Source: an optimization exercise on an open RTL-to-GDS flow (aim: small area). Production flows keep margins and buffers that such runs may drop. The RTL was checked by simulation tests, not by an equivalence proof against the original design.

==> flow/design.v (outline; a module is shown in full before it is edited, if it fits) <==
// module FPMul: 5848 lines
// module FPU3: 68 lines
// module ARM: 360 lines
module ARM(
    input CLK,
    input Reset,
    input [31:0] Instr,
    input [31:0] ReadData,
    output [31:0] PC,
    output [31:0] ALUResult,
    output [31:0] WriteData,
    output cpu_op,
    output cpu_valid,
    input cache_busy,
    input cache_ready
);
  // ...
==> flow/run.sh <==
#!/bin/bash
# synth_recipe.tcl (not shown) runs the flow's synth.tcl, then flattens the netlist and writes it again
# the make line also repeats each setting of config.mk as NAME=value (left out here)
make -C /OpenROAD-flow-scripts/flow DESIGN_CONFIG=/design/flow/config.mk WORK_HOME=/design/flow/orfs CLKGATE_MAP_FILE= SYNTH_SCRIPT=/design/flow/synth_recipe.tcl finish
==> flow/config.mk <==
export PLATFORM = sky130hd
export DESIGN_NAME = ARM
export DESIGN_NICKNAME = ARM
export VERILOG_FILES = /design/flow/design.v
export SDC_FILE = /design/flow/constraint.sdc
export NUM_CORES = 4
export LEC_CHECK = 0
export ABC_AREA = 1
export CAP_MARGIN = 20
export CORE_MARGIN = 2
export CORE_UTILIZATION = 40
export SLEW_MARGIN = 20
==> flow/constraint.sdc <==
create_clock -name core_clock -period 20.0 [get_ports {CLK}]
set_input_delay 4.0000 -clock core_clock [delete_from_list [all_inputs] [get_ports {CLK}]]
set_output_delay 4.0000 -clock core_clock [all_outputs]
set_load 0.01 [all_outputs]
==> impl_metrics.json, run 1 <==
{
  "grt_max_degree": 150,
  "synth_nets": 12310,
  "drt_drc_violations_left": 0,
  "seq_share": 0.3873,
  "synthTopCellsByArea": "edfxtp_1 (38%), nand2_1 (7.4%), fa_1 (6.9%)",
  "status": "finished clean",
  "cts.hold.buffers_added": 0,
  "numCtsBuffers": 163,
  "inverters": 1128,
  "finalSetupTns_ns": 0,
  "cpPeakStageDelay_ns": 0.69,
  "core_um2": 250900,
  "start_util": 0.4017,
  "crit_path_frequent_cell": "ha_1",
  "synth.most_common_cell": "nand2_1",
  "clock_area_frac": 0.04958,
  "synth_cells": 11480,
  "placed_cells": 14510,
  "drive_above_1_share": 0.07139,
  "worstReg2RegStart": "PC_E[3]",
  "hold_start": "Instr_D[3]",
  "met2_length_um": 189900,
  "vias_per_cell": 6.057,
  "multi_input_area_um2": 50650,
  "synth-xor-area-share": 0.04075,
  "dr_total_vias": 89760,
  "path_depth": 98,
  "io_pins": 166,
  "cp_max_fo": 31,
  "worstPathRequired_ns": 20.68,
  "biggestCellCategory": "multi-input combinational cells",
  "wl_met1_um": 173300,
  "fin_crit_sh": 0.8938,
  "synth_compound_area_frac": 0.1642,
  "synthArstFlopShare": 0.08816,
  "die_w_um": 506.0,
  "cp.arrival_ns": 18.56,
  "yosysSeqAreaShare": 0.4295,
  "holdWs_ns": 0.4448,
  "antenna_found_initial": 34,
  "r2r-end": "ALUResult_M[30]",
  "slew_headroom": 0.1766,
  "die_h_um": 506.0
}
==> module FPU3, before the edit <==
module FPU3(
    input FPUcontrol,                  
    input [31:0] FloatingPointa,
    input [31:0] FloatingPointb,
    output [31:0] FloatingPointResult
);
    function [32:0] rca;
        input [31:0] a, b;
        input ci;
        integer i;
        reg c;
        begin
            c = ci;
            for (i = 0; i < 32; i = i + 1) begin
                rca[i] = a[i] ^ b[i] ^ c;
                c = (a[i] & b[i]) | (c & (a[i] ^ b[i]));
            end
            rca[32] = c;
        end
    endfunction
    wire [31:0] a = FloatingPointa;
    wire [31:0] b = FloatingPointb;
    wire as = a[31], bs = b[31];
    wire [7:0] ae = a[30:23], be = b[30:23];
    wire [22:0] af = a[22:0], bf = b[22:0];
    wire afz = ~|af, bfz = ~|bf;
    wire aemax = &ae, bemax = &be;
    wire a0 = ~|ae & afz, b0 = ~|be & bfz;
    wire ainf = aemax & afz, binf = bemax & bfz;
    wire nan = (aemax & ~afz) | (bemax & ~bfz);
    wire special = aemax | bemax;
    wire zinf = (a0 & binf) | (ainf & b0);
    wire agt = a[30:0] > b[30:0];
    wire [7:0] bigE = agt ? ae : be;
    wire [7:0] smlE = agt ? be : ae;
    wire [22:0] bigF = agt ? af : bf;
    wire [22:0] smlF = agt ? bf : af;
    wire [7:0] d = bigE - smlE;
    wire [23:0] smlM = {1'b1, smlF};
    wire [23:0] sh = ((|d[7:5]) | (d[4] & d[3])) ? 24'd0 : (smlM >> d[4:0]);
    wire sub = as ^ bs;
    wire [24:0] cM = sub ? ({1'b0, 1'b1, bigF} - {1'b0, sh}) : ({1'b0, 1'b1, bigF} + {1'b0, sh});
    wire cS = agt ? as : bs;
    reg [4:0] lz;
    integer i;
    always @* begin
        lz = 5'd0;
        for (i = 0; i < 24; i = i + 1)
            if (cM[i]) lz = 23 - i;
    end
    wire [22:0] nrm = cM[22:0] << lz;
    wire czero = ~|cM[24:0];
    wire [7:0] addE = cM[24] ? (bigE + 8'd1) : (czero ? 8'd0 : (bigE - {3'b000, lz}));
    wire [22:0] addM = cM[24] ? cM[23:1] : nrm;
    wire [24:0] p;   
    FPMul u_FPMul(.ma({1'b1, af}), .mb({1'b1, bf}), .p(p));
    wire [32:0] esum = rca({24'd0, ae}, {24'd0, be}, 1'b1);       
    wire [8:0] me = {esum[8:7] - 2'd1, esum[6:0]};             
    wire movf = me[8] | (p[24] & (&me[7:0]));
    wire [32:0] minc = rca({24'd0, me[7:0]}, 32'd0, p[24]);
    wire [7:0] mulE = movf ? 8'hFF : minc[7:0];
    wire [22:0] mulM = movf ? 23'h7FFFFF : (p[24] ? p[23:1] : p[22:0]);
    assign FloatingPointResult =
        special ? ((nan | (~FPUcontrol & zinf)) ? 32'hFFFFFFFF :
                   {(FPUcontrol ? as : sub), 8'hFF, 23'd0}) :
        FPUcontrol ? {cS, addE, addM} :
        (a0 | b0) ? 32'd0 : {sub, mulE, mulM};
endmodule
==> module ARM, before the edit <==
module ARM(
    input CLK,
    input Reset,
    input [31:0] Instr,
    input [31:0] ReadData,
    output [31:0] PC,
    output [31:0] ALUResult,
    output [31:0] WriteData,
    output cpu_op,
    output cpu_valid,
    input cache_busy,
    input cache_ready
);
    reg [31:0] PC_F;
    reg [31:0] Instr_D;
    reg [31:0] PC_D;
    reg        PrPCSrc_D;
    reg        Valid_E;         
    reg [31:0] Instr_E;
    reg [31:0] RD1_E, RD2_E;
    reg [31:0] PC_E;
    reg        PrPCSrc_E;
    reg        MCycleOp_E;
    reg        RegWrite_M, MemWrite_M, MemtoReg_M;
    reg [31:0] ALUResult_M, WriteData_M;
    reg [3:0]  WA3_M;
    reg        RegWrite_W;
    reg [31:0] Result_W;
    reg [3:0]  WA3_W;
    reg FlagZ, FlagC;
    reg [31:0] RegBank [0:14];
    reg [31:0] EntryTA [0:15];
    reg [15:0] EntryTAv;        
    reg [31:0] EntryPB;         
    reg [3:0]  WA3_MUL;
    reg [5:0]  cnt;
    reg        MOp;
    reg [31:0] MOp2;
    reg [63:0] imm;
    reg        d_Busy;
    function [32:0] rca;
        input [31:0] a, b;
        input ci;
        integer i;
        reg c;
        begin
            c = ci;
            for (i = 0; i < 32; i = i + 1) begin
                rca[i] = a[i] ^ b[i] ^ c;
                c = (a[i] & b[i]) | (c & (a[i] ^ b[i]));
            end
            rca[32] = c;
        end
    endfunction
    function [32:0] cla;
        input [31:0] a, b;
        input ci;
        integer i, j;
        reg [31:0] p, g;
        reg c;
        reg [3:0] cc;
        begin
            p = a ^ b; g = a & b; c = ci;
            for (i = 0; i < 32; i = i + 4) begin
                cc[0] = c;
                cc[1] = g[i] | (p[i] & c);
                cc[2] = g[i+1] | (p[i+1] & g[i]) | (p[i+1] & p[i] & c);
                cc[3] = g[i+2] | (p[i+2] & g[i+1]) | (p[i+2] & p[i+1] & g[i]) | (p[i+2] & p[i+1] & p[i] & c);
                for (j = 0; j < 4; j = j + 1) cla[i+j] = p[i+j] ^ cc[j];
                c = g[i+3] | (p[i+3] & g[i+2]) | (p[i+3] & p[i+2] & g[i+1]) | (p[i+3] & p[i+2] & p[i+1] & g[i]) | (p[i+3] & p[i+2] & p[i+1] & p[i] & c);
            end
            cla[32] = c;
        end
    endfunction
    wire [32:0] pc_inc = rca({2'b00, PC_F[31:2]}, 32'd0, 1'b1);
    wire [31:0] PC_Plus_4 = {pc_inc[29:0], PC_F[1:0]};
    wire [3:0]  idxF = PC_F[5:2];
    wire        PrPCSrc_F = EntryPB[{idxF, 1'b1}];
    wire [31:0] TA_F = EntryTAv[idxF] ? EntryTA[idxF] : 32'd0;
    wire Start_D = (Instr_D[27:21] == 7'b0000000 && Instr_D[7:4] == 4'b1001) ||
                   (Instr_D[27:20] == 8'b01111111 && Instr_D[7:4] == 4'b1111);
    wire Branch_D = Instr_D[27:26] == 2'b10;
    wire Str_D = (Instr_D[27:26] == 2'b01) & ~Instr_D[20];
    wire [3:0] RA1_D = Start_D ? Instr_D[11:8] : (Branch_D ? 4'd15 : Instr_D[19:16]);
    wire [3:0] RA2_D = Start_D ? Instr_D[3:0]  : (Str_D ? Instr_D[15:12] : Instr_D[3:0]);
    wire [3:0] WA3_D = Start_D ? Instr_D[19:16] : Instr_D[15:12];
    wire MCycleOp_D = Instr_D[7:4] != 4'b1001;
    wire Ready;
    wire Busy;
    wire byp1 = (RA1_D == WA3_W && RegWrite_W) || (RA1_D == WA3_MUL && Ready);
    wire byp2 = (RA2_D == WA3_W && RegWrite_W) || (RA2_D == WA3_MUL && Ready);
    wire [31:0] RD1_D = (RA1_D == 4'd15) ? PC_Plus_4 : (byp1 ? Result_W : RegBank[RA1_D]);
    wire [31:0] RD2_D = (RA2_D == 4'd15) ? PC_Plus_4 : (byp2 ? Result_W : RegBank[RA2_D]);
    wire [31:0] IE = Instr_E;
    wire [1:0] opE = IE[27:26];
    wire DP_E  = opE == 2'b00;
    wire MEM_E = opE == 2'b01;
    wire Br_E  = opE == 2'b10;
    wire FP_E  = opE == 2'b11;
    wire StartRaw_E = (IE[27:21] == 7'b0000000 && IE[7:4] == 4'b1001) ||
                      (IE[27:20] == 8'b01111111 && IE[7:4] == 4'b1111);
    wire RegWRaw_E = DP_E | (MEM_E & IE[20]) | FP_E | StartRaw_E;
    wire FPUSrc_E  = Valid_E & FP_E;
    wire FPUW_E    = Valid_E & (IE[27:23] == 5'b11100) & (IE[11:8] == 4'b1010) & ~IE[6] & ~IE[4];
    wire Start_E   = Valid_E & StartRaw_E;
    wire RegW_E    = Valid_E & RegWRaw_E;
    wire MemW_E    = Valid_E & MEM_E & ~IE[20];
    wire MemtoReg_E = Valid_E & MEM_E & IE[20];
    wire ALUSrc_E  = Valid_E & ((DP_E & IE[25]) | MEM_E | Br_E);
    wire PCS_E     = Valid_E & (((IE[15:12] == 4'd15) & RegWRaw_E) | Br_E);
    wire [3:0] ALUControl_E = ~Valid_E ? 4'b0000 :
                              DP_E ? IE[24:21] :
                              (MEM_E & ~IE[23]) ? 4'b0010 : 4'b0100;
    wire NoWrite_E = DP_E & (IE[24:23] == 2'b10);
    wire FlagW1_E  = Valid_E & DP_E & IE[20];
    wire FlagW0_E  = FlagW1_E & ((IE[24:21] >= 4'b0010 && IE[24:21] <= 4'b0111) ||
                                 (IE[24:21] == 4'b1010) || (IE[24:21] == 4'b1011));
    wire [3:0] RA1_E = ~Valid_E ? 4'd0 : StartRaw_E ? IE[11:8] : (Br_E ? 4'd15 : IE[19:16]);
    wire [3:0] RA2_E = ~Valid_E ? 4'd0 : StartRaw_E ? IE[3:0] :
                       ((MEM_E & ~IE[20]) ? IE[15:12] : IE[3:0]);
    wire [3:0] WA3_E = StartRaw_E ? IE[19:16] : IE[15:12];
    wire [31:0] ExtImm_E = DP_E  ? {24'd0, IE[7:0]} :
                           MEM_E ? {20'd0, IE[11:0]} :
                                   {{6{IE[23]}}, IE[23:0], 2'b00};
    reg CondEx;
    always @* begin
        case (IE[31:28])
            4'd0:  CondEx = FlagZ;
            4'd1:  CondEx = ~FlagZ;
            4'd2:  CondEx = FlagC;
            4'd3:  CondEx = ~FlagC;
            4'd4:  CondEx = 1'b0;
            4'd5:  CondEx = 1'b1;
            4'd6:  CondEx = 1'b0;
            4'd7:  CondEx = 1'b1;
            4'd8:  CondEx = ~FlagZ & FlagC;
            4'd9:  CondEx = FlagZ | ~FlagC;
            4'd10: CondEx = 1'b0;
            4'd11: CondEx = 1'b1;
            4'd12: CondEx = 1'b0;
            default: CondEx = 1'b1;
        endcase
    end
    wire PCSrc_E    = PCS_E & CondEx;
    wire RegWrite_E = RegW_E & CondEx & ~NoWrite_E;
    wire MemWrite_E = MemW_E & CondEx;
    wire FPUWrite_E = FPUW_E & CondEx;
    wire Start_E1   = Start_E & CondEx;
    wire fA_M = (RA1_E == WA3_M) & RegWrite_M;
    wire fA_W = (RA1_E == WA3_W) & RegWrite_W;
    wire fB_M = (RA2_E == WA3_M) & RegWrite_M;
    wire fB_W = (RA2_E == WA3_W) & RegWrite_W;
    wire [32:0] pce_inc4 = rca({2'b00, PC_E[31:2]}, 32'd0, 1'b1);
    wire [32:0] pce_inc8 = rca({3'b000, PC_E[31:3]}, 32'd0, 1'b1);
    wire [31:0] PC_E_Plus_4 = {pce_inc4[29:0], PC_E[1:0]};
    wire [31:0] PC_E_Plus_8 = {pce_inc8[28:0], PC_E[2:0]};
    wire [31:0] SrcA_E = fA_M ? ALUResult_M :
                         fA_W ? Result_W :
                         (PrPCSrc_E & PCSrc_E) ? PC_E_Plus_8 :
                         (Valid_E ? RD1_E : 32'd0);
    wire [1:0] Sh = IE[6:5];
    wire [4:0] Shamt = IE[11:7];
    wire [32:0] nshamt = rca({27'd0, ~Shamt}, 32'd0, 1'b1);
    wire [4:0] ramt = (Sh == 2'b00) ? nshamt[4:0] : Shamt;
    wire [63:0] rot_sh = {RD2_E, RD2_E} >> ramt;
    wire [31:0] rotr = rot_sh[31:0];
    wire [31:0] rmask = 32'hFFFFFFFF >> Shamt;
    reg  [31:0] lmask;
    integer k;
    always @* for (k = 0; k < 32; k = k + 1) lmask[k] = rmask[31-k];
    wire [31:0] smask = (Sh == 2'b00) ? lmask : ((Sh == 2'b11) ? 32'hFFFFFFFF : rmask);
    wire sfill = (Sh == 2'b10) & RD2_E[31];
    wire [31:0] RD2_shifted_E = (rotr & smask) | ({32{sfill}} & ~smask);
    wire [31:0] SrcB_RD2 = fB_M ? ALUResult_M :
                           fB_W ? Result_W :
                           (FPUSrc_E | Start_E1) ? RD2_E : RD2_shifted_E;
    wire [31:0] SrcB_E = ALUSrc_E ? ExtImm_E : SrcB_RD2;
    wire [3:0] ac = ALUControl_E;
    wire swapAB = (ac == 4'b0011) | (ac == 4'b0111);
    wire decA   = ((ac == 4'b0111) | (ac == 4'b0110)) & ~FlagC;
    wire invB   = (ac == 4'b0010) | (ac == 4'b0110) | (ac == 4'b1010) |
                  (ac == 4'b0011) | (ac == 4'b0111) | (ac == 4'b1110) | (ac == 4'b1111);
    wire [31:0] Xa = swapAB ? SrcB_E : SrcA_E;
    wire [31:0] Xb = swapAB ? SrcA_E : SrcB_E;
    wire [31:0] A  = Xa;      
    wire [31:0] B  = invB ? ~Xb : Xb;
    wire cin = ((ac == 4'b0101) | (ac == 4'b0110) | (ac == 4'b0111)) ? FlagC :
               ((ac == 4'b0010) | (ac == 4'b1010) | (ac == 4'b0011));
    wire [31:0] cs_s = Xa ^ B ^ {32{decA}};
    wire [32:0] cs_c = {(Xa & B) | (Xa & {32{decA}}) | (B & {32{decA}}), cin};
    wire [32:0] csum = cla(cs_s, cs_c[31:0], 1'b0);
    wire co31 = csum[32];
    wire T32 = cs_c[32] ^ co31;
    wire T33 = cs_c[32] & co31;
    wire XaZero = ~|Xa;
    wire [32:0] sum = {decA ? (XaZero ? T32 : T33) : T32, csum[31:0]};
    reg [31:0] ALUResult_E;
    always @* begin
        case (ac)
            4'b0000, 4'b1000, 4'b1110: ALUResult_E = A & B;
            4'b0001, 4'b1001:          ALUResult_E = A ^ B;
            4'b1101, 4'b1111:          ALUResult_E = B;
            4'b1100:                   ALUResult_E = A | B;
            default:                   ALUResult_E = sum[31:0];
        endcase
    end
    wire ZeroE = ~|ALUResult_E;
    wire CarryFlag = ((ac[3:1] == 3'b001) | (ac[3:1] == 3'b010) | (ac[3:1] == 3'b011) |
                      (ac[3:1] == 3'b101)) & sum[32];
    always @(posedge CLK or posedge Reset) begin
        if (Reset) begin
            FlagZ <= 1'b0;
            FlagC <= 1'b0;
        end else begin
            if (FlagW1_E) FlagZ <= ZeroE;
            if (FlagW0_E) FlagC <= CarryFlag;
        end
    end
    wire [31:0] FPResult_E;
    FPU3 u_FPU3(
        .FPUcontrol(IE[20]),
        .FloatingPointa(SrcA_E),
        .FloatingPointb(SrcB_E),
        .FloatingPointResult(FPResult_E)
    );
    wire BTA_MP = PCSrc_E & (PrPCSrc_E ? (ALUResult_E != PC_D) : ~ZeroE);
    wire Branch_MP = PrPCSrc_E ^ PCSrc_E;
    wire MP = BTA_MP | Branch_MP;
    wire [31:0] PC_BP = MP ? ((PrPCSrc_E & ~PCSrc_E) ? PC_E_Plus_4 : ALUResult_E) : TA_F;
    wire LDRstall = ((RA1_D == WA3_E) | (RA2_D == WA3_E)) & MemtoReg_E & RegWrite_E;
    wire MemStall = (MemtoReg_M | MemWrite_M) & ~cache_ready;
    wire MCyclestall = ((RA1_D == WA3_MUL) | (RA2_D == WA3_MUL) | (WA3_D == WA3_MUL)) & Busy;
    wire StallD = LDRstall | MemStall | MCyclestall;
    wire FlushE = (LDRstall | MCyclestall) & ~MemStall;
    always @(posedge CLK or posedge Reset) begin
        if (Reset) PC_F <= 32'd0;
        else if (~StallD) PC_F <= (PrPCSrc_F | MP) ? PC_BP : PC_Plus_4;
    end
    always @(posedge CLK or posedge Reset) begin
        if (Reset) begin
            Instr_D <= 32'd0;
            PrPCSrc_D <= 1'b0;
        end else if (~StallD) begin
            Instr_D <= MP ? 32'd0 : Instr;
            PrPCSrc_D <= ~MP & PrPCSrc_F;
        end
    end
    always @(posedge CLK) begin
        if (~StallD) begin
            PC_D <= PC_F;
        end
    end
    wire FlushE_all = FlushE | MP;
    always @(posedge CLK or posedge Reset) begin
        if (Reset) begin
            Valid_E <= 1'b0;
            PrPCSrc_E <= 1'b0;
        end else if (FlushE_all) begin
            Valid_E <= 1'b0;
            PrPCSrc_E <= 1'b0;
        end else if (~MemStall) begin
            Valid_E <= 1'b1;
            PrPCSrc_E <= PrPCSrc_D;
        end
    end
    always @(posedge CLK) begin
        if (~MemStall) begin
            Instr_E <= Instr_D;
            RD1_E <= RD1_D;
            RD2_E <= RD2_D;
            PC_E <= PC_D;
        end
    end
    always @(posedge CLK) begin
        if (~FlushE_all & ~MemStall & ~Busy) MCycleOp_E <= MCycleOp_D;
    end
    always @(posedge CLK or posedge Reset) begin
        if (Reset) begin
            RegWrite_M <= 1'b0;
            MemWrite_M <= 1'b0;
            MemtoReg_M <= 1'b0;
        end else if (~MemStall) begin
            RegWrite_M <= FPUSrc_E ? FPUWrite_E : RegWrite_E;
            MemWrite_M <= MemWrite_E;
            MemtoReg_M <= MemtoReg_E;
        end
    end
    always @(posedge CLK) begin
        if (~MemStall) begin
            ALUResult_M <= FPUSrc_E ? FPResult_E : ALUResult_E;
            WriteData_M <= SrcB_RD2;
            WA3_M <= WA3_E;
        end
    end
    always @(posedge CLK or posedge Reset) begin
        if (Reset) RegWrite_W <= 1'b0;
        else RegWrite_W <= RegWrite_M;
    end
    always @(posedge CLK) begin
        Result_W <= MemtoReg_M ? ReadData : ALUResult_M;
        WA3_W <= WA3_M;
    end
    wire [3:0]  rf_wa = RegWrite_W ? WA3_W : WA3_MUL;
    wire [31:0] rf_wd = RegWrite_W ? Result_W : imm[31:0];
    wire        rf_we = (RegWrite_W | Ready) & (rf_wa != 4'd15);
    always @(posedge CLK) begin
        if (rf_we) RegBank[rf_wa] <= rf_wd;
    end
    wire [3:0] idxE = PC_E[5:2];
    always @(posedge CLK) begin
        if (BTA_MP) EntryTA[idxE] <= ALUResult_E;
    end
    always @(posedge CLK or posedge Reset) begin
        if (Reset) EntryTAv <= 16'd0;
        else if (BTA_MP) EntryTAv[idxE] <= 1'b1;
    end
    wire [1:0] PB_E = {EntryPB[{idxE, 1'b1}], EntryPB[{idxE, 1'b0}]};
    wire PB_E_hi_new = PCSrc_E ? (PB_E[1] | PB_E[0]) : (PB_E[1] & PB_E[0]);
    always @(posedge CLK or posedge Reset) begin
        if (Reset) EntryPB <= {16{2'b10}};
        else if (Branch_MP) begin
            EntryPB[{idxE, 1'b1}] <= PB_E_hi_new;
            EntryPB[{idxE, 1'b0}] <= PCSrc_E;
        end
    end
    wire cnt_run = (cnt != 6'd0) && (cnt != 6'd33);    
    assign Busy = cnt_run | Start_E1;
    assign Ready = ~Busy & d_Busy;
    wire mc_load = Start_E1 & (cnt == 6'd0);
    wire [32:0] cnt_inc = rca({26'd0, cnt}, 32'd0, 1'b1);
    always @(posedge CLK) d_Busy <= Busy;
    always @(posedge CLK or posedge Reset) begin
        if (Reset) begin
            cnt <= 6'd0;
            WA3_MUL <= 4'd0;
        end else begin
            if (mc_load | cnt_run) cnt <= cnt_inc[5:0];
            else cnt <= 6'd0;
            if (Start_E1) WA3_MUL <= WA3_E;
        end
    end
    wire [31:0] hi = imm[63:32];
    wire [32:0] mc_sum = rca(hi, MOp2 ^ {32{MOp}}, MOp);
    wire [32:0] alu_out = {mc_sum[32] ^ MOp, mc_sum[31:0]};
    always @(posedge CLK) begin
        if (mc_load) begin
            MOp <= MCycleOp_E;
            MOp2 <= SrcB_E;
            imm <= {32'd0, SrcA_E};
        end else if (cnt_run | ((cnt == 6'd33) & MOp)) begin
            if (~MOp) imm <= imm[0] ? {alu_out, imm[31:1]} : {1'b0, imm[63:1]};
            else imm <= alu_out[32] ? {imm[62:0], 1'b0} : {alu_out[30:0], imm[31:0], 1'b1};
        end
    end
    assign PC = PC_F;
    assign ALUResult = ALUResult_M;
    assign WriteData = WriteData_M;
    assign cpu_op = ~MemWrite_M;
    assign cpu_valid = MemWrite_M | MemtoReg_M;
endmodule
==> run 2, diff against run 1 <==
--- a/flow/design.v
+++ b/flow/design.v
@@ -5868,2 +5868,22 @@
     endfunction
+    function [32:0] cla;
+        input [31:0] a, b;
+        input ci;
+        integer i, j;
+        reg [31:0] p, g;
+        reg c;
+        reg [3:0] cc;
+        begin
+            p = a ^ b; g = a & b; c = ci;
+            for (i = 0; i < 32; i = i + 4) begin
+                cc[0] = c;
+                cc[1] = g[i] | (p[i] & c);
+                cc[2] = g[i+1] | (p[i+1] & g[i]) | (p[i+1] & p[i] & c);
+                cc[3] = g[i+2] | (p[i+2] & g[i+1]) | (p[i+2] & p[i+1] & g[i]) | (p[i+2] & p[i+1] & p[i] & c);
+                for (j = 0; j < 4; j = j + 1) cla[i+j] = p[i+j] ^ cc[j];
+                c = g[i+3] | (p[i+3] & g[i+2]) | (p[i+3] & p[i+2] & g[i+1]) | (p[i+3] & p[i+2] & p[i+1] & g[i]) | (p[i+3] & p[i+2] & p[i+1] & p[i] & c);
+            end
+            cla[32] = c;
+        end
+    endfunction
     wire [31:0] a = FloatingPointa;
@@ -5880,3 +5900,4 @@
     wire zinf = (a0 & binf) | (ainf & b0);
-    wire agt = a[30:0] > b[30:0];
+    wire [32:0] cmp = cla({1'b0, a[30:0]}, {1'b0, ~b[30:0]}, 1'b0);
+    wire agt = cmp[31];    
     wire [7:0] bigE = agt ? ae : be;
@@ -5885,3 +5906,4 @@
     wire [22:0] smlF = agt ? bf : af;
-    wire [7:0] d = bigE - smlE;
+    wire [32:0] dsub = rca({24'd0, bigE}, {24'd0, ~smlE}, 1'b1);
+    wire [7:0] d = dsub[7:0];
     wire [23:0] smlM = {1'b1, smlF};
@@ -5889,3 +5911,4 @@
     wire sub = as ^ bs;
-    wire [24:0] cM = sub ? ({1'b0, 1'b1, bigF} - {1'b0, sh}) : ({1'b0, 1'b1, bigF} + {1'b0, sh});
+    wire [32:0] msum = cla({8'd0, 1'b1, bigF}, {8'd0, sh ^ {24{sub}}}, sub);
+    wire [24:0] cM = {msum[24] & ~sub, msum[23:0]};
     wire cS = agt ? as : bs;
@@ -5900,3 +5923,4 @@
     wire czero = ~|cM[24:0];
-    wire [7:0] addE = cM[24] ? (bigE + 8'd1) : (czero ? 8'd0 : (bigE - {3'b000, lz}));
+    wire [32:0] eadj = rca({24'd0, bigE}, {24'd0, cM[24] ? 8'd1 : ~{3'b000, lz}}, ~cM[24]);
+    wire [7:0] addE = (~cM[24] & czero) ? 8'd0 : eadj[7:0];
     wire [22:0] addM = cM[24] ? cM[23:1] : nrm;
@@ -5994,3 +6018,9 @@
     wire        PrPCSrc_F = EntryPB[{idxF, 1'b1}];
-    wire [31:0] TA_F = EntryTAv[idxF] ? EntryTA[idxF] : 32'd0;
+    reg [31:0] TA_F;
+    integer t;
+    always @* begin
+        TA_F = 32'd0;
+        for (t = 0; t < 16; t = t + 1)
+            TA_F = TA_F | ({32{(idxF == t) & EntryTAv[t]}} & EntryTA[t]);
+    end
     wire Start_D = (Instr_D[27:21] == 7'b0000000 && Instr_D[7:4] == 4'b1001) ||
@@ -6007,4 +6037,14 @@
     wire byp2 = (RA2_D == WA3_W && RegWrite_W) || (RA2_D == WA3_MUL && Ready);
-    wire [31:0] RD1_D = (RA1_D == 4'd15) ? PC_Plus_4 : (byp1 ? Result_W : RegBank[RA1_D]);
-    wire [31:0] RD2_D = (RA2_D == 4'd15) ? PC_Plus_4 : (byp2 ? Result_W : RegBank[RA2_D]);
+    reg [31:0] rf1, rf2;
+    integer r;
+    always @* begin
+        rf1 = 32'd0;
+        rf2 = 32'd0;
+        for (r = 0; r < 15; r = r + 1) begin
+            rf1 = rf1 | ({32{RA1_D == r}} & RegBank[r]);
+            rf2 = rf2 | ({32{RA2_D == r}} & RegBank[r]);
+        end
+    end
+    wire [31:0] RD1_D = (RA1_D == 4'd15) ? PC_Plus_4 : (byp1 ? Result_W : rf1);
+    wire [31:0] RD2_D = (RA2_D == 4'd15) ? PC_Plus_4 : (byp2 ? Result_W : rf2);
     wire [31:0] IE = Instr_E;
==> impl_metrics.json, run 2 <==
{
  "reg.largest.list": "EntryTA: 512 flops, RegBank: 480 flops, imm: 64 flops",
  "cts_sinks": 1486,
  "finalMaxSlewViolations": 0,
  "numCtsBuffers": 164,
  "first_iter_violations": 11790,
  "maxCapViolCount": 0,
  "tightest_slew_ns": 1.356,
  "synth_cell_types": 77,
  "path_class": "flop to flop",
  "synth_cells": 10130,
  "path_clk_slew_ns": 0.06,
  "yosysTopAreaCellShare": 0.4073,
  "syn_avg_cell_area_um2": 9.359,
  "worstPathRequired_ns": 20.49,
  "vias_per_cell": 6.078,
  "h-tree-depth": 4,
  "stdcell_count": 13490,
  "io_buffers": 164,
  "largest_reg_flops": 512,
  "cts_tree": "done",
  "crit_path_frequent_cell": "ha_1",
  "critPathSlowestCell": "o311ai_1",
  "cts.hold.buffers_added": 0,
  "start_util": 0.4028,
  "areaGrowthSynthToFinish_pct": 12.43,
  "die_w_um": 490.9,
  "grt_pass1_vias": 78010,
  "yosysWarnings": 2,
  "drt_pass1_iterations": 7,
  "fmax_ghz": 0.05393,
  "drive_above_1_share": 0.07861,
  "grt_overflow": 0,
  "clk_path_buf_depth": 3,
  "grt_max_degree": 107,
  "num_rows": 178,
  "finalSetupTns_ns": 0,
  "routed_wl_um": 398200,
  "synthTopCellsByArea": "edfxtp_1 (41%), nand2_1 (8.8%), fa_1 (7.5%)",
  "hp-class": "flop to flop",
  "synth_nets": 10980,
  "status": "finished clean",
  "track_usage": 0.3203,
  "final-hold-violation-count": 0,
  "ys.flop_type": "edfxtp_1",
  "synth_edf_count": 1286,
  "ys_ff_latch": 1486,
  "most-common-layout-cells": "nand2_1 (2218), edfxtp_1 (1286), inv_1 (1049), o21ai_0 (706), nand3_1 (535)",
  "clk_latency_ns": 0.90,
  "largest-register": "EntryTA",
  "io_pins": 166,
  "syn_area_um2": 94820,
  "min_delay_path_depth": 0,
  "die_h_um": 490.9,
  "netlist_top_cells_count": "nand2_1 (2223), edfxtp_1 (1286), inv_1 (1053)",
  "root_buffer": "clkbuf_16",
  "start_kind": "flop",
  "antenna_found_initial": 25,
  "drt_drc_violations_left": 0,
  "synth.most_common_cell": "nand2_1",
  "dp_hpwl_um": 279000,
  "layout_commonest_cell": "nand2_1",
  "cpPeakStageDelay_ns": 0.67,
  "synth.largest_area_cell": "edfxtp_1",
  "placed_cells": 13180,
  "die-area_um2": 241000,
  "wire_per_inst_um": 29.52,
  "grt_pass1_wl_um": 560600,
  "critPathCaptureType": "flop",
  "cp_max_fo": 22,
  "period_needed_ns": 18.54,
  "setup_viol": 0,
  "rsz0062_at_grt": "false",
  "synthArstFlopShare": 0.08816,
  "yosysSeqAreaShare": 0.4566,
  "reg2reg_depth": 104,
  "drtAntennaViolNets": 0,
  "fin_worst_skew_ns": 0.1010,
  "fin_crit_sh": 0.9271,
  "core_um2": 235400,
  "slew_headroom": 0.08415,
  "cp.arrival_ns": 19.03,
  "dr_total_vias": 81990,
  "routabilityCongestion": 1.020,
  "num-nets-final": 11040
}
[run 2: metal layers]
layer | track usage | wire length (um)
met3 | 0.08701 | 48530
met5 | 0 | 197
met4 | 0.1817 | 26720
met2 | 0.4863 | 173600
met1 | 0.4119 | 149100
[run 2: layout make-up]
| cell class | instances | area, um^2 |
|---|---|---|
| fill | 22230 | 128800 |
| multi-input combinational | 6989 | 45760 |
| sequential | 1486 | 43300 |
| clock buffer | 205 | 4359 |
| inverter | 1086 | 4088 |
| tap | 3150 | 3941 |
| timing repair buffer | 466 | 3931 |
| clock inverter | 98 | 1202 |
| antenna | 9 | 22.52 |
[run 2: path summary, 6_finish.rpt]
| kind | slack, ns | end | start |
|---|---|---|---|
| worst max-delay path | 1.46 | ALUResult_M[30] | PC_E[5] |
| worst min-delay path | 0.41 | WA3_W[2] | WA3_M[2] |
| worst max register to register | 1.46 | ALUResult_M[30] | PC_E[5] |
| worst min register to register | 0.41 | WA3_W[2] | WA3_M[2] |
| max in group asynchronous | 14.67 | EntryPB[28] | Reset |
| min in group asynchronous | 3.93 | Instr_D[27] | Reset |
[run 2: cells by family after synthesis]
logic type,count (synthesis),share of synthesized area
xor gates and xnor gates,441,0.04101
DFF,1486,0.4566
muxes,5,0.0005278
adders and majority gates,776,0.1305
and+or+nand+nor,3559,0.1571
buffers and inverters,1657,0.06724
AOI/OAI and AO/OA,2208,0.1471
[run 2: critical path: cells and delay by family, from the launching register on]
kind,cells,cell delay [ns]
adders and majority gates,42,9.23
and+or+nand+nor,31,3.94
AOI/OAI and AO/OA,15,2.76
buffers and inverters,14,1.11
DFF,1,0.59
xor gates and xnor gates,2,0.52
[run 2: timing repair]
action,CTS,global route
setup endpoints to repair,0,1
buffers inserted,0,0
gates resized for setup,0,1
[run 2: per-stage QoR]
step	worst slack (ns)	area [um^2]	util	hold WS (ns)
global route	0.2291	106600	0.4528	0.4081
CTS	1.393	106500	0.4525	0.4084
floorplan	4.067	94820	-	0.3647
detailed placement	1.488	101000	0.4289	0.4100
global placement	1.560	100900	0.4288	0.4033
finish	1.458	106600	0.4529	0.4083
==> run 3, diff against run 2 <==
--- a/flow/design.v
+++ b/flow/design.v
@@ -6109,3 +6109,3 @@
     wire [32:0] pce_inc4 = rca({2'b00, PC_E[31:2]}, 32'd0, 1'b1);
-    wire [32:0] pce_inc8 = rca({3'b000, PC_E[31:3]}, 32'd0, 1'b1);
+    wire [32:0] pce_inc8 = cla({3'b000, PC_E[31:3]}, 32'd0, 1'b1);    
     wire [31:0] PC_E_Plus_4 = {pce_inc4[29:0], PC_E[1:0]};
==> impl_metrics.json, run 3 <==
{
  "critPathSlowestCell": "inv_1",
  "h-tree-depth": 4,
  "hp-class": "flop to flop",
  "fmax_ghz": 0.05848,
  "vias_per_cell": 6.094,
  "ys_ff_latch": 1486,
  "critPathCaptureType": "flop",
  "netlist_top_cells_count": "nand2_1 (2279), edfxtp_1 (1286), inv_1 (1042)",
  "stdcell_count": 13560,
  "final-seq-area_um2": 43300,
  "io_buffers": 164,
  "final-hold-violation-count": 0,
  "finalMaxSlewViolations": 0,
  "drive_above_1_share": 0.08074,
  "rsz0062_at_grt": "false",
  "fin_worst_skew_ns": 0.07469,
  "cp_max_fo": 30,
  "synth_cell_types": 86,
  "grt_max_degree": 97,
  "start_kind": "flop",
  "cts_tree": "done",
  "num_rows": 178,
  "track_usage": 0.3281,
  "cts_setup_buffers": 0,
  "cts_sinks": 1486,
  "start_util": 0.4030,
  "maxCapViolCount": 0,
  "fill_cells": 22360,
  "areaGrowthSynthToFinish_pct": 12.41,
  "synth_top_family_by_area": "simple AND/OR/NAND/NOR gates",
  "drt_drc_violations_left": 0,
  "synth.largest_area_cell": "edfxtp_1",
  "slew_headroom": 0.04701,
  "path_clk_slew_ns": 0.07,
  "first_iter_violations": 11350,
  "cp.arrival_ns": 17.63,
  "finalSetupTns_ns": 0,
  "path_class": "flop to flop",
  "synth-xor-area-share": 0.04180,
  "reg.largest.list": "EntryTA: 512 flops, RegBank: 480 flops, imm: 64 flops",
  "wire_per_inst_um": 29.97,
  "yosysSeqAreaShare": 0.4555,
  "drt_pass1_iterations": 7,
  "dp_hpwl_um": 291400,
  "multi_input_area_um2": 45960,
  "antenna_found_initial": 26,
  "worst_slack_ns": 2.901,
  "synth_cells": 10220,
  "routabilityCongestion": 1.047,
  "tightest_slew_ns": 1.420,
  "syn_avg_cell_area_um2": 9.304,
  "synthAdderAreaFrac": 0.1273,
  "ys.flop_type": "edfxtp_1",
  "synth_edf_count": 1286,
  "holdWs_ns": 0.3986,
  "post-place-ws_ns": 3.114,
  "dr_total_vias": 82650,
  "cts_resized": 0,
  "placed_cells": 13270,
  "numCtsBuffers": 152,
  "io_pins": 166,
  "clk_path_buf_depth": 3,
  "num-nets-final": 11100,
  "grt_pass1_vias": 78250,
  "yosysWarnings": 2,
  "synthArstFlopShare": 0.08816,
  "die-area_um2": 241500,
  "yosysTopAreaCellShare": 0.4063,
  "die_h_um": 491.5,
  "core_um2": 235900,
  "drtAntennaViolNets": 0,
  "cpPeakStageDelay_ns": 0.94,
  "synth.most_common_cell": "nand2_1",
  "root_buffer": "clkbuf_16",
  "routed_wl_um": 406500,
  "setup_viol": 0,
  "synth_compound_area_frac": 0.1428,
  "synthTopCellsByArea": "edfxtp_1 (41%), nand2_1 (9.0%), fa_1 (7.5%)",
  "syn_area_um2": 95050,
  "synth_nets": 11040,
  "layout_commonest_cell": "nand2_1",
  "clk_latency_ns": 0.84,
  "crit_path_frequent_cell": "nand2_1",
  "grt_pass1_wl_um": 573100,
  "cts.hold.buffers_added": 0,
  "die_w_um": 491.5,
  "status": "finished clean",
  "worstPathRequired_ns": 20.53,
  "largest-register": "EntryTA",
  "period_needed_ns": 17.10,
  "most-common-layout-cells": "nand2_1 (2275), edfxtp_1 (1286), inv_1 (1036), o21ai_0 (707), nand3_1 (582)",
  "fin_crit_sh": 0.8550,
  "yosys.area_share.simple": 0.1642,
  "muxShareOfSynthArea": 0.0001053,
  "largest_reg_flops": 512,
  "grt_overflow": 0
}
==> run 3: logic make-up after synthesis <==
group                      count (synthesis)
muxes                                      1
xor gates and xnor gates                 451
buffers and inverters                   1662
DFF                                     1486
AOI/OAI and AO/OA                       2158
and+or+nand+nor                         3704
adders and majority gates                754
==> run 3: area by class of cell <==
cell class / instances / share of cell area
Clock buffer: 182 / 0.03703
Inverter: 1085 / 0.03828
Multi-Input combinational cell: 7068 / 0.4302
Tap cell: 3150 / 0.03689
Timing Repair Buffer: 486 / 0.03849
Antenna cell: 8 / 0.0001874
Clock inverter: 97 / 0.01367
Sequential cell: 1486 / 0.4053
==> run 3: final timing paths <==
| check | end | start | slack, ns | cells after the start |
|---|---|---|---|---|
| worst max register to register | ALUResult_M[11] | Instr_E[20] | 2.90 | 71 |
| worst min register to register | MOp | MCycleOp_E | 0.40 | 0 |
| worst max-delay path | ALUResult_M[11] | Instr_E[20] | 2.90 | 71 |
| min in group asynchronous | Instr_D[25] | Reset | 3.66 | 2 |
| worst min-delay path | MOp | MCycleOp_E | 0.40 | 0 |
| max in group asynchronous | PC_F[27] | Reset | 14.93 | 3 |
==> run 3: layer usage <==
layer / global-route usage / share of wire / vias to the layer above
met3: 0.09318 / 0.12 / 959
li1: - / - / 35700
met2: 0.4767 / 0.42 / 5211
met5: 0 / 0.00038 / -
met4: 0.1712 / 0.062 / 20
met1: 0.4438 / 0.39 / 40770
==> run 3: critical path: cells and delay by family, from the launching register on <==
kind | cells | cell delay, ns
buffers and inverters | 16 | 3.83
AND/OR/NAND/NOR | 30 | 5.14
flip-flops | 1 | 0.36
XOR/XNOR | 3 | 0.54
AO/OA/AOI/OAI | 15 | 3.73
adder cells (fa/ha/maj) | 7 | 2.99
==> run 3: through the flow <==
step                      utilization  area [um^2]
after global routing           0.4529       106800
after detailed placement       0.4293       101300
after global placement         0.4292       101200
after CTS                      0.4523       106700
after floorplan                     -        95050
final                          0.4530       106800
==> run 4, diff against run 3 <==
--- a/flow/config.mk
+++ b/flow/config.mk
@@ -11,2 +11,4 @@
 export CORE_UTILIZATION = 40
+export CTS_CLUSTER_DIAMETER = 60
+export CTS_CLUSTER_SIZE = 20
 export SLEW_MARGIN = 20
==> impl_metrics.json, run 4 <==
{
  "most-common-layout-cells": "nand2_1 (2275), edfxtp_1 (1286), inv_1 (1036), o21ai_0 (708), nand3_1 (582)",
  "clk_path_buf_depth": 3,
  "use_met3": 0.08839,
  "antenna_found_initial": 32,
  "final-seq-area_um2": 43300,
  "synth_cells": 10220,
  "hp-class": "flop to flop",
  "synthArstFlopShare": 0.08816,
  "cts_tree": "done",
  "drt_drc_violations_left": 0,
  "status": "finished clean",
  "clk_latency_ns": 0.83,
  "layout_commonest_cell": "nand2_1",
  "wire_per_inst_um": 30.13,
  "yosysTopAreaCellShare": 0.4063,
  "post-place-ws_ns": 3.114,
  "start_util": 0.4030,
  "slew_headroom": 0.09126,
  "die_h_um": 491.5,
  "ys_ff_latch": 1486,
  "num-nets-final": 11050,
  "holdWs_ns": 0.4331,
  "yosysSeqAreaShare": 0.4555,
  "maxCapViolCount": 0,
  "routed_wl_um": 405900,
  "setup_viol": 0,
  "syn_avg_cell_area_um2": 9.304,
  "syn_area_um2": 95050,
  "finalSetupTns_ns": 0,
  "cpPeakStageDelay_ns": 0.91,
  "start_kind": "flop",
  "cp_max_fo": 30,
  "io_pins": 166,
  "largest_reg_flops": 512,
  "track_usage": 0.3263,
  "largest-register": "EntryTA",
  "worst_slack_ns": 2.892,
  "h-tree-depth": 3,
  "cp.arrival_ns": 17.59,
  "num_rows": 178,
  "ys.flop_type": "edfxtp_1",
  "final-hold-violation-count": 0,
  "synth_nets": 11040,
  "netlist_top_cells_count": "nand2_1 (2279), edfxtp_1 (1286), inv_1 (1042)",
  "root_buffer": "clkbuf_16",
  "io_buffers": 164,
  "period_needed_ns": 17.11,
  "cts_resized": 0,
  "synth.largest_area_cell": "edfxtp_1",
  "grt_overflow": 0,
  "reg2reg_depth": 71,
  "path_clk_slew_ns": 0.08,
  "die-area_um2": 241500,
  "tightest_slew_ns": 1.349,
  "synth_cell_types": 86,
  "path_class": "flop to flop",
  "drt_pass1_iterations": 6,
  "grt_max_degree": 97,
  "grt_pass1_wl_um": 570800,
  "critPathSlowestCell": "inv_1",
  "drtAntennaViolNets": 0,
  "drive_above_1_share": 0.07547,
  "vias_per_cell": 6.104,
  "fmax_ghz": 0.05845,
  "routabilityCongestion": 1.047,
  "cts.hold.buffers_added": 0,
  "multi_input_area_um2": 45960,
  "crit_path_frequent_cell": "nand2_1",
  "grt-busiest-layer": "met2",
  "grt_pass1_vias": 77930,
  "critPathCaptureType": "flop",
  "finalMaxSlewViolations": 0,
  "fill_cells": 22560,
  "rsz0062_at_grt": "false",
  "core_um2": 235900,
  "numCtsBuffers": 107,
  "fin_crit_sh": 0.8554,
  "reg.largest.list": "EntryTA: 512 flops, RegBank: 480 flops, imm: 64 flops",
  "grt_use_met2": 0.4745,
  "dr_total_vias": 82240,
  "synthTopCellsByArea": "edfxtp_1 (41%), nand2_1 (9.0%), fa_1 (7.5%)",
  "cts_setup_buffers": 0,
  "grt_use_met1": 0.4439,
  "first_iter_violations": 11580,
  "areaGrowthSynthToFinish_pct": 10.44,
  "dp_hpwl_um": 291400,
  "cts_sinks": 1486,
  "synth_edf_count": 1286,
  "worstPathRequired_ns": 20.48,
  "min_delay_path_depth": 0,
  "synth.most_common_cell": "nand2_1",
  "yosysWarnings": 2,
  "fin_worst_skew_ns": 0.07875,
  "die_w_um": 491.5
}
[run 4: cell counts after synthesis]
No cell type changed its count.
[run 4: cell type report]
class	instances	area share
multi-input cells	7068	0.4378
diodes	13	0.0003099
clock inverters	59	0.007402
inverters	1085	0.03896
clock buffers	126	0.02647
flip-flops and latches	1486	0.4125
well taps	3150	0.03755
repair buffers	485	0.03899
[run 4: metrics by stage]
stage	util	instances	cell area, um^2
after floorplan	-	10220	95050
after global placement	0.4292	13270	101200
after detailed placement	0.4293	13270	101300
after CTS	0.4444	13460	104800
after global routing	0.4449	13460	104900
final	0.4451	13470	105000
[run 4: cells by family after synthesis]
| kind of cell | count (synthesis) | synth area share |
|---|---|---|
| buffers and inverters | 1662 | 0.06831 |
| muxes | 1 | 0.0001053 |
| adders and majority gates | 754 | 0.1273 |
| xor gates and xnor gates | 451 | 0.04180 |
| and+or+nand+nor | 3704 | 0.1642 |
| DFF | 1486 | 0.4555 |
| AOI/OAI and AO/OA | 2158 | 0.1428 |
[run 4: routing by layer]
metal | part of all wire | wire, um | vias to the layer above
met2 | 0.42 | 169700 | 5140
met5 | 0.00032 | 128 | -
met3 | 0.12 | 48240 | 952
met1 | 0.40 | 161800 | 40570
li1 | - | - | 35560
met4 | 0.064 | 25950 | 18
[run 4: critical path: cells and delay by family (launching register included)]
family / cells / cell delay (ns)
flip-flops: 1 / 0.37
buffers and inverters: 16 / 3.82
AND/OR/NAND/NOR: 27 / 4.73
XOR/XNOR: 3 / 0.53
adder cells (fa/ha/maj): 7 / 2.99
AO/OA/AOI/OAI: 18 / 4.18
[run 4: final timing paths]
check / start / endpoint / slack, ns
worst max-delay path: Instr_E[20] / ALUResult_M[2] / 2.89
max in group asynchronous: Reset / PC_F[20] / 14.95
min in group asynchronous: Reset / Instr_D[25] / 3.71
worst min register to register: RegWrite_M / RegWrite_W / 0.43
worst max register to register: Instr_E[20] / ALUResult_M[2] / 2.89
worst min-delay path: RegWrite_M / RegWrite_W / 0.43
==> run 5, diff against run 4 <==
--- a/flow/config.mk
+++ b/flow/config.mk
@@ -12,3 +12,3 @@
 export CTS_CLUSTER_DIAMETER = 60
-export CTS_CLUSTER_SIZE = 20
+export CTS_CLUSTER_SIZE = 24
 export SLEW_MARGIN = 20
==> impl_metrics.json, run 5 <==
{
  "yosysSeqAreaShare": 0.4555,
  "io_buffers": 164,
  "worstPathRequired_ns": 20.48,
  "h-tree-depth": 3,
  "io_pins": 166,
  "synth_cell_types": 86,
  "hp-class": "flop to flop",
  "grt_pass1_wl_um": 570900,
  "layout_commonest_cell": "nand2_1",
  "final_core_util": 0.4459,
  "fin_worst_skew_ns": 0.05699,
  "reg.largest.list": "EntryTA: 512 flops, RegBank: 480 flops, imm: 64 flops",
  "routed_wl_um": 405400,
  "die_h_um": 491.5,
  "synth_edf_count": 1286,
  "fill_cells": 22500,
  "critPathCaptureType": "flop",
  "design_area_um2": 105200,
  "routabilityCongestion": 1.047,
  "slew_headroom": 0.09245,
  "num-nets-final": 11050,
  "syn_area_um2": 95050,
  "drtAntennaViolNets": 0,
  "num_rows": 178,
  "most-common-layout-cells": "nand2_1 (2275), edfxtp_1 (1286), inv_1 (1036), o21ai_0 (707), nand3_1 (582)",
  "path_clk_slew_ns": 0.09,
  "fmax_ghz": 0.05858,
  "cts_setup_buffers": 0,
  "grt_overflow": 0,
  "holdWs_ns": 0.4306,
  "period_needed_ns": 17.07,
  "syn_avg_cell_area_um2": 9.304,
  "finalSetupTns_ns": 0,
  "areaGrowthSynthToFinish_pct": 10.65,
  "first_iter_violations": 11500,
  "cts_resized": 0,
  "netlist_top_cells_count": "nand2_1 (2279), edfxtp_1 (1286), inv_1 (1042)",
  "wire_per_inst_um": 30.08,
  "die_w_um": 491.5,
  "rsz0062_at_grt": "false",
  "fin_crit_sh": 0.8536,
  "clk_latency_ns": 0.82,
  "crit_path_frequent_cell": "nand2_1",
  "start_util": 0.4030,
  "cts_tree": "done",
  "synth_cells": 10220,
  "grt_max_degree": 97,
  "root_buffer": "clkbuf_16",
  "cts.hold.buffers_added": 0,
  "placed_cells": 13270,
  "ys_ff_latch": 1486,
  "drive_above_1_share": 0.07718,
  "worst-path-buf-inv": 16,
  "synthTopCellsByArea": "edfxtp_1 (41%), nand2_1 (9.0%), fa_1 (7.5%)",
  "drt_drc_violations_left": 0,
  "dp_hpwl_um": 291400,
  "cp.arrival_ns": 17.55,
  "synth.most_common_cell": "nand2_1",
  "core_um2": 235900,
  "start_kind": "flop",
  "final-hold-violation-count": 0,
  "path_class": "flop to flop",
  "cts_sinks": 1486,
  "worst_slack_ns": 2.928,
  "synth_nets": 11040,
  "tightest_slew_ns": 1.352,
  "antenna_found_initial": 25,
  "ys.flop_type": "edfxtp_1",
  "yosysWarnings": 2,
  "maxCapViolCount": 0,
  "cpLargestDelayFamily": "simple AND/OR/NAND/NOR gates",
  "critPathSlowestCell": "inv_1",
  "grt_pass1_vias": 77930,
  "die-area_um2": 241500,
  "yosysTopAreaCellShare": 0.4063,
  "placed_area_um2": 101300,
  "clk_path_buf_depth": 3,
  "setup_viol": 0,
  "cp_max_fo": 30,
  "finalMaxSlewViolations": 0,
  "track_usage": 0.3263,
  "dr_total_vias": 82170,
  "largest-register": "EntryTA",
  "stdcell_count": 13480,
  "vias_per_cell": 6.097,
  "status": "finished clean",
  "synthArstFlopShare": 0.08816,
  "cpPeakStageDelay_ns": 0.89,
  "synth.largest_area_cell": "edfxtp_1",
  "numCtsBuffers": 104,
  "drt_pass1_iterations": 7,
  "post-place-ws_ns": 3.114,
  "largest_reg_flops": 512
}
run 5: cell types whose count changed in the layout (fill, tap and decap cells not counted), moves of 3 or more:
cell        change
clkbuf_1       -14
clkinv_8        +6
clkinvlp_4      +4
bufinv_16       +3
clkbuf_16       -3
inv_6           +3
run 5: worst paths after layout:
path / from / endpoint / slack (ns) / cells after the start
min reg2reg: RegWrite_M / RegWrite_W / 0.43 / 0
min: RegWrite_M / RegWrite_W / 0.43 / 0
max in group asynchronous: Reset / PC_F[20] / 14.93 / 3
min in group asynchronous: Reset / Instr_D[25] / 3.71 / 2
max reg2reg: Instr_E[20] / ALUResult_M[11] / 2.93 / 71
max: Instr_E[20] / ALUResult_M[11] / 2.93 / 71
run 5: final cells by class:
| type | count | area, um^2 | area share |
|---|---|---|---|
| multi-input cells | 7068 | 45960 | 0.4370 |
| flip-flops and latches | 1486 | 43300 | 0.4117 |
| repair buffers | 485 | 4093 | 0.03891 |
| inverters | 1085 | 4090 | 0.03889 |
| well taps | 3150 | 3941 | 0.03747 |
| clock buffers | 108 | 2638 | 0.02508 |
| clock inverters | 81 | 1121 | 0.01066 |
| diodes | 14 | 35.03 | 0.0003331 |
run 5: cells by family (layout without fill, tap and decap cells):
kind of cell,Yosys count,count (layout),synth area share
AND/OR/NAND/NOR,3704,3704,0.1642
AO/OA/AOI/OAI,2158,2158,0.1428
buffers and inverters,1662,1759,0.06831
flip-flops,1486,1486,0.4555
adder cells (fa/ha/maj),754,754,0.1273
XOR/XNOR,451,451,0.04180
multiplexers,1,1,0.0001053
other,0,14,0
run 5: per-layer routing:
layer	global-route usage	up-vias	wire, um
li1	-	35550	-
met2	0.4764	5065	170800
met4	0.1663	20	24750
met3	0.09040	933	48270
met1	0.4425	40600	161400
met5	0	-	140
==> run 6, diff against run 5 <==
--- a/flow/config.mk
+++ b/flow/config.mk
@@ -10,5 +10,5 @@
 export CORE_MARGIN = 2
-export CORE_UTILIZATION = 40
+export CORE_UTILIZATION = 55
 export CTS_CLUSTER_DIAMETER = 60
-export CTS_CLUSTER_SIZE = 24
+export CTS_CLUSTER_SIZE = 20
 export SLEW_MARGIN = 20
==> impl_metrics.json, run 6 <==
{
  "finalMaxSlewViolations": 0,
  "grt_max_degree": 81,
  "synth_cell_types": 86,
  "start_kind": "flop",
  "maxCapViolCount": 0,
  "worstPathRequired_ns": 20.55,
  "drt_pass1_iterations": 9,
  "dr_total_vias": 83440,
  "period_needed_ns": 17.39,
  "largest-register": "EntryTA",
  "cts_setup_buffers": 0,
  "root_buffer": "clkbuf_16",
  "hold_start": "WA3_M[1]",
  "final-hold-violation-count": 0,
  "largest_reg_flops": 512,
  "cpPeakStageDelay_ns": 0.48,
  "hp-class": "flop to flop",
  "final_core_util": 0.6048,
  "worstReg2RegStart": "Instr_E[7]",
  "core_um2": 171700,
  "drt_drc_violations_left": 0,
  "post-place-ws_ns": 2.929,
  "io_buffers": 164,
  "yosysSeqAreaShare": 0.4555,
  "synth.most_common_cell": "nand2_1",
  "num-nets-final": 11030,
  "start_util": 0.5535,
  "io_pins": 166,
  "reg2reg_depth": 104,
  "clk_latency_ns": 0.83,
  "ys.flop_type": "edfxtp_1",
  "synth_cells": 10220,
  "first_iter_violations": 13620,
  "cts_tree": "done",
  "die_h_um": 419.7,
  "cp_max_fo": 54,
  "die-area_um2": 176200,
  "cpLargestDelayFamily": "simple AND/OR/NAND/NOR gates",
  "syn_avg_cell_area_um2": 9.304,
  "yosysTopAreaCellShare": 0.4063,
  "worst_slack_ns": 2.614,
  "fin_worst_skew_ns": 0.09281,
  "synth.largest_area_cell": "edfxtp_1",
  "antenna_found_initial": 26,
  "crit_path_frequent_cell": "nand2_1",
  "critPathSlowestCell": "o21ai_0",
  "areaGrowthSynthToFinish_pct": 9.279,
  "rrSetupSlack_ns": 2.61,
  "reg.largest.list": "EntryTA: 512 flops, RegBank: 480 flops, imm: 64 flops",
  "rsz0062_at_grt": "false",
  "yosysWarnings": 2,
  "min_delay_path_depth": 0,
  "wire_per_inst_um": 30.67,
  "layout_commonest_cell": "nand2_1",
  "tightest_slew_ns": 1.284,
  "setup_viol": 0,
  "cp.arrival_ns": 17.94,
  "path_clk_slew_ns": 0.08,
  "r2r-end": "ALUResult_M[30]",
  "finalSetupTns_ns": 0,
  "whs_endpoint": "WA3_W[1]",
  "netlist_top_cells_count": "nand2_1 (2279), edfxtp_1 (1286), inv_1 (1042)",
  "critPathCaptureType": "flop",
  "syn_area_um2": 95050,
  "holdWs_ns": 0.4191,
  "numCtsBuffers": 113,
  "drive_above_1_share": 0.07351,
  "ys_ff_latch": 1486,
  "routabilityCongestion": 1.037,
  "cts.hold.buffers_added": 0,
  "most-common-layout-cells": "nand2_1 (2274), edfxtp_1 (1286), inv_1 (1039), o21ai_0 (718), nand3_1 (583)",
  "vias_per_cell": 6.611,
  "status": "finished clean",
  "h-tree-depth": 3,
  "track_usage": 0.4326,
  "fmax_ghz": 0.05752,
  "die_w_um": 419.7,
  "drtAntennaViolNets": 0,
  "grt_pass1_vias": 77560,
  "synth_edf_count": 1286,
  "slew_headroom": 0.1326,
  "path_class": "flop to flop",
  "worst-path-buf-inv": 16,
  "cts_sinks": 1486,
  "grt_overflow": 0,
  "grt_pass1_wl_um": 546000,
  "synthArstFlopShare": 0.08816,
  "cts_resized": 0,
  "fin_crit_sh": 0.8693,
  "num_rows": 152,
  "synth_nets": 11040,
  "routed_wl_um": 387100,
  "synthTopCellsByArea": "edfxtp_1 (41%), nand2_1 (9.0%), fa_1 (7.5%)",
  "dp_hpwl_um": 268000,
  "clk_path_buf_depth": 3
}
## run 6: changes by cell type in the layout (fill, tap and decap cells not counted), moves of 5 or more
cell,previous run,this run
buf_4,316,291
clkbuf_1,2,15
o21ai_0,707,718
clkbuf_16,104,113
clkinv_8,13,4
o21ai_1,75,68
o41ai_1,12,17
## run 6: cell type report
| class | count | area, um^2 |
|---|---|---|
| clock buffers | 131 | 2925 |
| flip-flops and latches | 1486 | 43300 |
| repair buffers | 458 | 3866 |
| multi-input cells | 7068 | 45850 |
| inverters | 1085 | 4090 |
| clock inverters | 70 | 922.1 |
| diodes | 12 | 30.03 |
| fillers | 14770 | 67870 |
| well taps | 2310 | 2890 |
## run 6: metrics by stage
| step | area, um^2 | std cells |
|---|---|---|
| 2_1_floorplan | 95050 | 10220 |
| 3_3_place_gp | 99890 | 12400 |
| 3_5_place_dp | 99920 | 12400 |
| 4_1_cts | 103800 | 12610 |
| 5_1_grt | 103800 | 12610 |
| 6_report | 103900 | 12620 |
## run 6: cell families (layout without fill, tap and decap cells)
logic type,Yosys count,count (layout),synth area share
fa+ha+maj,754,754,0.1273
flops,1486,1486,0.4555
buf+inv,1662,1744,0.06831
other cells,0,12,0
simple gates,3704,3704,0.1642
mux,1,1,0.0001053
compound gates,2158,2158,0.1428
xor+xnor,451,451,0.04180
## run 6: worst max path at each step
| stage | cells after the start | slack, ns | start | end |
|---|---|---|---|---|
| 2_1_floorplan | 113 | 5.51 | Instr_E[7] | ALUResult_M[30] |
| 3_3_place_gp | 104 | 2.94 | Instr_E[7] | ALUResult_M[30] |
| 3_5_place_dp | 104 | 2.93 | Instr_E[7] | ALUResult_M[30] |
| 4_1_cts | 104 | 2.90 | Instr_E[7] | ALUResult_M[30] |
| 5_1_grt | 105 | 1.45 | Instr_E[7] | ALUResult_M[30] |
| 6_report | 104 | 2.61 | Instr_E[7] | ALUResult_M[30] |
## run 6: routing by layer
layer  share of wire  GRT usage  up-vias
li1                -          -    35520
met1            0.37     0.5813    40350
met2            0.42     0.6253     6250
met3            0.14     0.1331     1296
met4           0.069     0.2352       18
met5         0.00045  0.0005557        -

what the ideal ports hide:
Ports are ideal in the flow. The routed layouts listed here were re-timed in OpenROAD.
Step 1 assumes that a clkbuf_16 drives the clock port and a buf_2 every other input.
Step 2 moves the port delays by t, midway between the first and last clock arrival at a register: inputs arrive t later, outputs are due t later. That takes back most of the time a late clock gives input paths.
Slacks: ideal / step 1 / step 2; pairs: ideal / step 1.
| run | t (ns) | setup WS [ns] | hold WS [ns] | worst setup path at the end | clock arrival spread, ns |
|---|---|---|---|---|---|
| run 1 | 0.903 | 2.124 / 2.124 / 2.124 | 0.445 / 0.445 / 0.445 | register to register | 0.090 / 0.091 |
| run 2 | 0.931 | 1.458 / 1.458 / 1.458 | 0.408 / 0.408 / 0.408 | register to register | 0.117 / 0.117 |
| run 3 | 0.904 | 2.901 / 2.901 / 2.901 | 0.399 / 0.399 / 0.399 | register to register | 0.074 / 0.075 |
| run 4 | 0.898 | 2.892 / 2.892 / 2.892 | 0.433 / 0.433 / 0.433 | register to register | 0.081 / 0.082 |
| run 5 | 0.889 | 2.928 / 2.928 / 2.928 | 0.431 / 0.431 / 0.431 | register to register | 0.064 / 0.063 |
| run 6 | 0.867 | 2.614 / 2.614 / 2.614 | 0.419 / 0.419 / 0.419 | register to register | 0.095 / 0.095 |
After both steps setup and hold are still met in every run listed.
